This is an optimization exercise on Yosys and OpenROAD, whose aim is small area, not a production implementation. Where RTL was checked, it was by simulation tests only, not by an equivalence proof against the original. No activity file was given, so power comes from the tool's default toggle rates.

Design ddr4_access_top, start of the top module:
module ddr4_access_top (
      input  wire         pr_logic_clk_clk,
      input  wire         iopll_locked,
      input  wire         pr_logic_mm_waitrequest,
      input  wire [511:0] pr_logic_mm_readdata,
      input  wire         pr_logic_mm_readdatavalid,
      output reg  [4:0]   pr_logic_mm_burstcount,
      output reg  [511:0] pr_logic_mm_writedata,
      output reg  [30:0]  pr_logic_mm_address,
      output reg          pr_logic_mm_write,
      output reg          pr_logic_mm_read,
      output reg  [63:0]  pr_logic_mm_byteenable,
      output reg          pr_logic_mm_debugaccess,
      input  wire         local_cal_success,
      input  wire         local_cal_fail,
      output wire         ddr4a_global_reset,
      output reg          pr_logic_reset,
      output reg          pr_logic_cra_waitrequest,
      output wire [31:0]  pr_logic_cra_readdata,
      output wire         pr_logic_cra_readdatavalid,
      input  wire [0:0]   pr_logic_cra_burstcount,
      input  wire [31:0]  pr_logic_cra_writedata,
      input  wire [13:0]  pr_logic_cra_address,
      input  wire         pr_logic_cra_write,
      input  wire         pr_logic_cra_read,
      input  wire [3:0]   pr_logic_cra_byteenable,
      input  wire         pr_logic_cra_debugaccess,
      input  wire         pr_logic_reset_reset_n
   );
   wire clk   = pr_logic_clk_clk;
   wire rst_n = pr_logic_reset_reset_n;
   reg cs1, cs2, cf1, cf2;
   always @(posedge clk or negedge rst_n) begin
      if (!rst_n) begin
         cs1 <= 1'b0; cs2 <= 1'b0; cf1 <= 1'b0; cf2 <= 1'b0;
      end else begin
         cs1 <= local_cal_success; cs2 <= cs1;
         cf1 <= local_cal_fail;    cf2 <= cf1;
      end
   end
   wire cal_success = cs2;
   wire cal_fail    = cf2;
   reg         first;           
   reg  [31:0] r1, r2, r4, r5, r6, r7;
   reg  [31:0] cnt_q;           
   reg         pass_d, sw_d;
   reg         cs_q, cf_q, iop_q;
   reg  [1:0]  err_q;
   reg         post_wr_pulse;
  ...
Size: roughly 3300 cells after synthesis, roughly 1200 I/O pins.
export LEC_CHECK = 0
export CAP_MARGIN = 20
export CORE_AREA = 10 10 410 410
export DIE_AREA = 0 0 420 420
export SLEW_MARGIN = 20
create_clock -name core_clock -period 5.0 [get_ports {pr_logic_clk_clk}]
run.sh (not shown) runs the stock make flow with config.mk's settings and CLKGATE_MAP_FILE= SYNTH_SCRIPT=/design/flow/synth_recipe.tcl, a recipe that flattens the netlist after the stock synthesis.
==> next run, changes <==
==> flow/flow/run.sh (new file) <==
#!/bin/bash
# Standard ORFS layout, with the smallest buffer (buf_1) on every input and
# output port instead of the one buffer_ports picks by itself.
set -euo pipefail
bash standard.sh "BUFFER_PORTS_ARGS=-buffer_cell sky130_fd_sc_hd__buf_1" finish > flow_make.log 2>&1
==> flow/standard.sh (new file) <==
#!/bin/bash
# synth_recipe.tcl (not shown) runs the flow's synth.tcl, then flattens the netlist and writes it again
# the make line also repeats each setting of config.mk as NAME=value (left out here)
make -C /OpenROAD-flow-scripts/flow DESIGN_CONFIG=/design/flow/config.mk WORK_HOME=/design/flow/orfs CLKGATE_MAP_FILE= SYNTH_SCRIPT=/design/flow/synth_recipe.tcl "${@:-finish}"
removed: flow/run.sh
After rerunning: The changed run completed with no timing, DRC or antenna violations; maximum frequency came out higher by 6.5%; clock-buffer cell count came out lower by 2; core utilization came out lower by 4.6 points; clock skew came out higher by 0.013 ns; worst setup slack improved by 0.30 ns; die area stays the same; area after synthesis is unchanged; sequential share of layout area came out higher by 5.7 points; first-iteration DRC count came out higher by 1.6%; critical path depth came out lower by 2; wire length came out lower by 0.69%.
No functional check of the RTL was part of any run of this note.

---

Another version of the RTL of ddr4_access_top (not shown whole).
Size: ~520 flip-flops, roughly 1,200 I/O pins, roughly 28,000 µm² of cells after synthesis.
==> flow/design.v (excerpt) <==
module ddr4_access_top (
      input  wire         pr_logic_clk_clk,
      input  wire         iopll_locked,
      input  wire         pr_logic_mm_waitrequest,
      input  wire [511:0] pr_logic_mm_readdata,
      input  wire         pr_logic_mm_readdatavalid,
      output reg  [4:0]   pr_logic_mm_burstcount,
      output reg  [511:0] pr_logic_mm_writedata,
      output reg  [30:0]  pr_logic_mm_address,
      output reg          pr_logic_mm_write,
      output reg          pr_logic_mm_read,
      output reg  [63:0]  pr_logic_mm_byteenable,
      output reg          pr_logic_mm_debugaccess,
      input  wire         local_cal_success,
      input  wire         local_cal_fail,
      output wire         ddr4a_global_reset,
      output reg          pr_logic_reset,
      output reg          pr_logic_cra_waitrequest,
      output wire [31:0]  pr_logic_cra_readdata,
      output wire         pr_logic_cra_readdatavalid,
      input  wire [0:0]   pr_logic_cra_burstcount,
      input  wire [31:0]  pr_logic_cra_writedata,
      input  wire [13:0]  pr_logic_cra_address,
      input  wire         pr_logic_cra_write,
      input  wire         pr_logic_cra_read,
      input  wire [3:0]   pr_logic_cra_byteenable,
      input  wire         pr_logic_cra_debugaccess,
      input  wire         pr_logic_reset_reset_n
   );
clock: 5.0 ns
lec_check: 0
cap_margin: 20
core_area: 10 10 270 270
die_area: 0 0 280 280
place_density: 0.8
slew_margin: 20
standard.sh (not shown) runs the stock make flow with config.mk's settings and CLKGATE_MAP_FILE= SYNTH_SCRIPT=/design/flow/synth_recipe.tcl, a recipe that flattens the netlist after the stock synthesis.
==> flow/flow/run.sh <==
#!/bin/bash
# The standard ORFS layout (standard.sh), with these changes:
# - the smallest buffer (buf_1) on every input and output port;
# - pins on met2 and met4 at the top and bottom edges (met3 at the sides);
# - one tie cell per constant instead of one per constant output;
# - a clock tree of small buffers without dummy loads.
set -euo pipefail
export CTS_ARGS="-sink_clustering_enable -repair_clock_nets -dont_use_dummy_load -buf_list sky130_fd_sc_hd__clkbuf_8 -sink_clustering_size 17 -sink_clustering_max_diameter 55"
bash standard.sh "BUFFER_PORTS_ARGS=-buffer_cell sky130_fd_sc_hd__buf_1" "IO_PLACER_V=met2 met4" "SKIP_REPAIR_TIE_FANOUT=1" finish > flow_make.log 2>&1
The starting point finished with timing, DRC and antenna clean.
Edit:
==> flow/flow/run.sh (replaced) <==
#!/bin/bash
# Standard ORFS layout with these changes: the smallest buffer (buf_1) on every
# input and output port, vertical-edge pins on met2 and met4, and a clock tree
# of smaller buffers without dummy loads.
set -euo pipefail
export CTS_ARGS="-sink_clustering_enable -repair_clock_nets -dont_use_dummy_load -buf_list sky130_fd_sc_hd__clkbuf_8 -sink_clustering_size 20 -sink_clustering_max_diameter 60"
bash standard.sh "BUFFER_PORTS_ARGS=-buffer_cell sky130_fd_sc_hd__buf_1" "IO_PLACER_V=met2 met4" finish > flow_make.log 2>&1
- CORE_AREA: 10 10 270 270 -> 10 10 290 290
- DIE_AREA: 0 0 280 280 -> 0 0 300 300
- PLACE_DENSITY: 0.8 -> not set
- The new run finished with timing, DRC and antenna clean
- worst setup slack gets worse by 160 ps
- cell area increases by 1.5%
- global-route usage fell by 6.3 points
- wire length went down by 4.2%
- fmax goes down by 3.8%
- synthesized cell count stays the same
- count of clock-buffer cells in the layout drops by 4
Edit:
==> flow/flow/run.sh (replaced) <==
#!/bin/bash
# Standard ORFS layout with these changes: the smallest buffer (buf_1) on every
# input and output port, pins allowed on every routing track, and a clock tree
# of smaller buffers without dummy loads.
set -euo pipefail
export CTS_ARGS="-sink_clustering_enable -repair_clock_nets -dont_use_dummy_load -buf_list sky130_fd_sc_hd__clkbuf_8 -sink_clustering_size 20 -sink_clustering_max_diameter 60"
bash standard.sh "BUFFER_PORTS_ARGS=-buffer_cell sky130_fd_sc_hd__buf_1" "PLACE_PINS_ARGS=-min_distance 1 -min_distance_in_tracks" finish > flow_make.log 2>&1
- CORE_AREA: 10 10 290 290 -> 10 10 250 250
- DIE_AREA: 0 0 300 300 -> 0 0 260 260
With this change the flow failed in global routing (5_1_grt), error GRT-0116.
Synthesized area stays the same.
Synthesized cell count does not change.
Edit:
==> flow/flow/run.sh (replaced) <==
#!/bin/bash
# Standard ORFS layout with these changes: the smallest buffer (buf_1) on every
# input and output port, vertical-edge pins on met2 and met4, and a clock tree
# of smaller buffers without dummy loads, and power recovery (downsizing
# cells off the critical paths) after global routing.
set -euo pipefail
export CTS_ARGS="-sink_clustering_enable -repair_clock_nets -dont_use_dummy_load -buf_list sky130_fd_sc_hd__clkbuf_8 -sink_clustering_size 14 -sink_clustering_max_diameter 50"
bash standard.sh "BUFFER_PORTS_ARGS=-buffer_cell sky130_fd_sc_hd__buf_1" "IO_PLACER_V=met2 met4" "RECOVER_POWER=100" finish > flow_make.log 2>&1
- CORE_AREA: 10 10 250 250 -> 10 10 290 290
- DIE_AREA: 0 0 260 260 -> 0 0 300 300
Effect: Now the flow finished but failed the layout checks on max-capacitance violations, max-slew violations; synthesized area is unchanged; synthesized cell count stays the same.
Edit:
==> flow/flow/run.sh (replaced) <==
#!/bin/bash
# Standard ORFS layout with these changes: the smallest buffer (buf_1) on every
# input and output port, vertical-edge pins on met2 and met4, and a clock tree
# of smaller buffers without dummy loads.
set -euo pipefail
export CTS_ARGS="-sink_clustering_enable -repair_clock_nets -dont_use_dummy_load -buf_list sky130_fd_sc_hd__clkbuf_8 -sink_clustering_size 14 -sink_clustering_max_diameter 50"
bash standard.sh "BUFFER_PORTS_ARGS=-buffer_cell sky130_fd_sc_hd__buf_1" "IO_PLACER_V=met2 met4" finish > flow_make.log 2>&1
This time the run ran to the end with no violations.
Synthesized area does not change.
Sequential power hardly moves.
Routed wire length hardly moves.

[re-timing with driven ports]
The flow's constraints put no driver on any port. The routed layouts listed below were extracted and timed again, unchanged, in two steps.
Step 1: set_driving_cell puts a clkbuf_16 on pr_logic_clk_clk and a buf_2 on each other input, an assumption about the parent block.
Step 2, shift: input delay + t, output delay - t, t = (earliest + latest rising clock arrival at the registers) / 2. This alone moves slack from input paths to output paths.
Three values: ideal ports, drivers, drivers and shift; two values: the first two.
| run | t, ns | setup slack, ns | worst hold slack (ns) | latest minus earliest clock arrival (ns) | pins driven straight from the clock port |
|---|---|---|---|---|---|
| the first run of note 1 | 0.715 | 0.132 / 0.107 / -0.608 | 0.240 / 0.237 / 0.341 | 0.056 / 0.057 | 1 |
| the second run of note 1 | 0.714 | 0.429 / 0.429 / 0.330 | 0.246 / 0.230 / 0.340 | 0.067 / 0.067 | 1 |
| the first run of note 2 | 0.664 | 0.876 / 0.876 / 0.876 | 0.323 / 0.307 / 0.332 | 0.088 / 0.089 | 1 |
| the second run of note 2 | 0.667 | 0.713 / 0.713 / 0.713 | 0.283 / 0.263 / 0.363 | 0.121 / 0.122 | 1 |
| the fourth run of note 2 | 0.680 | 0.464 / 0.483 / -0.197 | 0.352 / 0.352 / 0.352 | 0.100 / 0.100 | 1 |
| the fifth run of note 2 | 0.685 | 0.770 / 0.770 / 0.770 | 0.292 / 0.272 / 0.352 | 0.096 / 0.096 | 1 |
For the first run of note 1, which loses most, drivers alone change the setup slack by -0.025 ns; drivers and shift together by -0.740 ns.
